This is an optimization exercise on Yosys and OpenROAD, whose aim is small area and a short achievable clock period, not a production implementation.
The RTL was checked by simulation tests, not by an equivalence proof against the original design.

==> flow/design.v (outline; a module is shown in full before it is edited, if it fits) <==
// module P_MUL: 8400 lines
// module pm_fa: 4 lines
// module pm_ha: 4 lines
// module pm_o22ai: 3 lines
// module pm_nor2: 3 lines
// module pm_or2: 3 lines
// module pm_xor2: 3 lines
// module pm_xnor2: 3 lines
// module pm_nand2: 3 lines
// module pm_a21oi: 3 lines
// module pm_o21ai: 3 lines
// module pm_inv: 3 lines
// module pm_padd: 690 lines
// module pm_fadd: 2064 lines
module P_MUL(
    in_1,
    in_2,
    in_3,
    in_valid,
    rst_n,
    clk,
    out_valid,
    out
);
  // ...
==> flow/run.sh <==
#!/bin/bash
# synth_recipe.tcl (not shown) runs the flow's synth.tcl, then flattens the netlist and writes it again
# the make line also repeats each setting of config.mk as NAME=value (left out here)
make -C /OpenROAD-flow-scripts/flow DESIGN_CONFIG=/design/flow/config.mk WORK_HOME=/design/flow/orfs CLKGATE_MAP_FILE= SYNTH_SCRIPT=/design/flow/synth_recipe.tcl finish
==> flow/config.mk <==
export PLATFORM = sky130hd
export DESIGN_NAME = P_MUL
export DESIGN_NICKNAME = P_MUL
export VERILOG_FILES = /design/flow/design.v
export SDC_FILE = /design/flow/constraint.sdc
export NUM_CORES = 4
export LEC_CHECK = 0
export CAP_MARGIN = 20
export CORE_MARGIN = 2
export CORE_UTILIZATION = 40
export SETUP_SLACK_MARGIN = 4.5
export SLEW_MARGIN = 20
export SYNTH_HIERARCHICAL = 1
==> flow/constraint.sdc <==
create_clock -name core_clock -period 8.0 [get_ports {clk}]
set_input_delay 1.6000 -clock core_clock [delete_from_list [all_inputs] [get_ports {clk}]]
set_output_delay 1.6000 -clock core_clock [all_outputs]
set_load 0.01 [all_outputs]
==> flow_summary.ini, run 1 <==
[clock_network]
clk_pin_slew_ps = 60
h-tree-depth = 3

[synth]
synthCells = 5899
ys_warn_count = 7
yosys.area_share.simple_pct = 4.215
synth_xor_area_share_pct = 20.31
synth_compound_area_share_pct = 14.90
yosysMostFrequentCell = xor2_1

[die]
die_w_um = 406.3

[sta]
worst_slack_ps = 4167
maxSlewViolCount = 0

[setup_path]
cpPeakStageDelay_ps = 620
required_ps = 8700
cp_max_fo = 9

[routing]
wire_per_inst_um = 31.12
drc = 0
vias = 54183
highest_layer = met5

[cells_and_area]
design_area_um2 = 76820
finish.utilization_pct = 47.84
seq_share_pct = 20.18
largestRegisters = t_r x533, out x96, ns_r x48
clkbuf_count = 121
drive_gt1_share_pct = 13.85
largest_reg_flops = 533

[run_status]
status = complete, no violations

[min_path]
hold_path.class = flip-flop to flip-flop
min_path_cells = 0
==> run 2: changes to the inputs <==
==> flow/flow/run.sh (new file) <==
#!/bin/bash
set -euo pipefail
export BUFFER_PORTS_ARGS="-buffer_cell sky130_fd_sc_hd__buf_1"
bash standard.sh > flow_make.log 2>&1
==> flow/standard.sh (new file) <==
#!/bin/bash
# synth_recipe.tcl (not shown) runs the flow's synth.tcl, then flattens the netlist and writes it again
# the make line also repeats each setting of config.mk as NAME=value (left out here)
make -C /OpenROAD-flow-scripts/flow DESIGN_CONFIG=/design/flow/config.mk WORK_HOME=/design/flow/orfs CLKGATE_MAP_FILE= SYNTH_SCRIPT=/design/flow/synth_recipe.tcl "${@:-finish}"
removed: flow/run.sh
==> run 2 against run 1 <==
Sequential share of layout area rose by 0.40 points. Via count up 0.53%. Sequential cell count unchanged. Worst hold slack gained 2.4 ps. Core utilization fell by 0.94 points. Cell count up 0.16%. Synthesized cell count unchanged. Largest cell class unchanged.
==> flow_summary.ini, run 2 <==
[run_status]
status = complete, no violations

[setup_path]
required_ps = 8690
end_kind = flip-flop
arrival_ps = 4630
worstSetupPathType = flip-flop to flip-flop
cp_max_fo = 12
cp-start-kind = flip-flop

[cells_and_area]
largest_reg_flops = 533
largestRegisters = t_r x533, out x96, ns_r x48
mostFrequentLayoutCell = xor2_1
nets = 7657
fillers = 14616
fin_cells = 8601
drive_gt1_share_pct = 13.82
finish.utilization_pct = 46.91
top_register = t_r
final_cell_mix = xor2_1, o22ai_1, fa_1, dfxtp_1, nor2_1
area_delta_synth_final_pct = 16.33

[synth]
synth_top_family_by_area = adder cells
ys_warn_count = 7
synth_area_um2 = 64740
yosys.cell_types.count = 18
yosysMostFrequentCell = xor2_1
yosysSeqAreaShare_pct = 23.31
yosysTopAreaCell = fa_1
ys.flop_type = dfxtp_1
synth_common_cells = xor2_1, o22ai_1, fa_1, dfxtp_1, nor2_1
synth_edf_count = 0
muxShareOfSynthArea_pct = 0
yosys.area_share.simple_pct = 4.215
ys_seq_elements = 753
synth_compound_area_share_pct = 14.90
synth_top_area_share_pct = 33.58
synthCells = 5899
ys_top_cells_by_area = fa_1, dfxtp_1, xor2_1
avgSynthCellArea_um2 = 10.97
synth_xor_area_share_pct = 20.31
synthAdderAreaFrac_pct = 34.82
synth-async-reset-ratio_pct = 0.3984

[die]
row_count = 147
core_area_um2 = 160600
initial_core_util_pct = 40.32
dieArea_um2 = 165100
die_h_um = 406.3
ios = 242
die_w_um = 406.3

[clock_network]
root_buffer = clkbuf_16
clock_latency_ps = 780
cts_buffer_depth = 3
clk_pin_slew_ps = 60
h-tree-depth = 3
cts_sinks = 753
cts_hold_buf = 0
cts_tree = done
numCtsBuffers = 92

[sta]
finalSetupViolCount = 0
worstMarginPinSlew_ps = 1192
worst_clock_skew_ps = 61.21
finalHoldViolations = 0
worst_slack_ps = 4065
fmax_mhz = 254.1
min_period_over_period_pct = 49.19
fin_tns_setup_ps = 0
relSlewSlack_pct = 20.54
maxSlewViolCount = 0
final.min_clock_period_ps = 3935
rsz0062_at_grt = yes

[placement]
port_buffers = 241
gp_congestion = 0.9453
dp_cells = 8268
hpwl_um = 155100
place_ws_ps = 2962

[routing]
vias = 54472
postRouteAntennaNets = 0
wl_um = 270200
dr.pass1.iters = 7
wire_per_inst_um = 31.42
drtIter0Drc = 7537
drc = 0
viasPerCell = 6.333

[global_route]
grt_max_degree = 52
grt_pass1_wl_um = 381800
antenna_found_initial = 11
grt_overflow_total = 0
grt_pass1_vias = 57276
track_usage_pct = 31.69

[min_path]
hold_path.class = flip-flop to flip-flop

[flow_run]
maxCapViolCount = 0
run 2: cell counts after synthesis:
Identical to the previous run, type by type.
run 2: path summary, 6_finish.rpt:
path / start / endpoint / slack [ps] / cells after the start
worst max register to register: t_r[119] / out[72] / 4060 / 16
max in group asynchronous: rst_n / v1 / 7180 / 1
worst min-delay path: v1 / v2 / 350 / 0
worst min register to register: v1 / v2 / 350 / 0
min in group asynchronous: rst_n / v2 / 670 / 1
worst max-delay path: t_r[119] / out[72] / 4060 / 16
run 2: critical path, stage by stage (launching register included):
cell	delay, ps
dfxtp_1	310
fa_1	450
fa_1	570
fa_2	480
nor2_2	240
o21ai_4	110
a21oi_2	190
o21ai_1	110
a21oi_2	180
o21ai_4	90
buf_12	150
a21oi_4	160
buf_12	190
clkinvlp_4	130
buf_12	180
a21oi_2	160
xnor2_1	130
run 2: cells by family (layout without fill, tap and decap cells):
group,after synthesis,count (layout)
buffers and inverters,278,816
flip-flops,753,753
adder cells (fa/ha/maj),1150,1150
other,1,5
AND/OR/NAND/NOR,684,684
AO/OA/AOI/OAI,1532,1532
XOR/XNOR,1501,1501
run 2: metrics by stage:
stage	instance area [µm²]	hold slack [ps]
final	75310	348.8
after global routing	75310	356.2
after CTS	74070	351.1
after detailed placement	68560	338.0
after global placement	68560	336.3
after floorplan	64890	331.2
run 2: routing by layer:
metal	up-vias	global-route usage (%)	wire, µm
met5	-	0.2974	119
met3	1390	11.86	39940
met2	4837	47.37	114600
met4	8	18.92	20350
li1	21386	-	-
met1	26851	38.85	95260
run 2: layout make-up:
type,instances,area (µm²),share of cell area [%]
multi-input cells,4870,49130,65.23
flip-flops and latches,753,15500,20.58
repair buffers,511,4134,5.489
well taps,2160,2703,3.588
clock buffers,114,2496,3.314
clock inverters,57,824.5,1.095
inverters,134,525.5,0.6977
diodes,2,5.005,0.006645
run 2: repair_timing:
item / 4_1_cts / 5_1_grt
buffers inserted: 97 / 63
pin swaps: 68 / 33
gates resized for setup: 267 / 122
setup endpoints to repair: 176 / 113
run 2: Yosys stat by module, one instance, submodules excluded, excerpt:
module / copies in the design / area (µm²)
pm_fa: 1086 / 20.02
pm_inv: 108 / 3.754
pm_o22ai: 1128 / 6.256
pm_xnor2: 95 / 8.758
pm_fadd: 1 / 720.7
pm_ha: 64 / 12.51
pm_nand2: 232 / 3.754
P_MUL: 1 / 15800

separate check: timing with driven ports:
Ports are ideal in the flow. The routed layouts listed here were re-timed in OpenROAD.
Step 1 sets driving cells, clkbuf_16 on the clock port and buf_2 on the other inputs (assumed; they add their load-dependent delay and slew).
Step 2 moves the port delays by t, midway between the first and last clock arrival at a register: inputs arrive t later, outputs are due t later. That takes back most of the time a late clock gives input paths.
Slacks: no drivers / after step 1 / after step 2; pairs: no drivers / after step 1.
run	shift t [ns]	slack for setup (ns)	hold WS [ns]
run 1	0.826	4.167 / 4.167 / 3.949	0.346 / 0.346 / 0.346
run 2	0.829	4.065 / 4.065 / 4.043	0.349 / 0.349 / 0.349
After both steps every run listed still meets setup and hold. For run 1, which loses most, drivers alone change the setup slack by 0.000 ns; drivers and shift together by -0.218 ns.
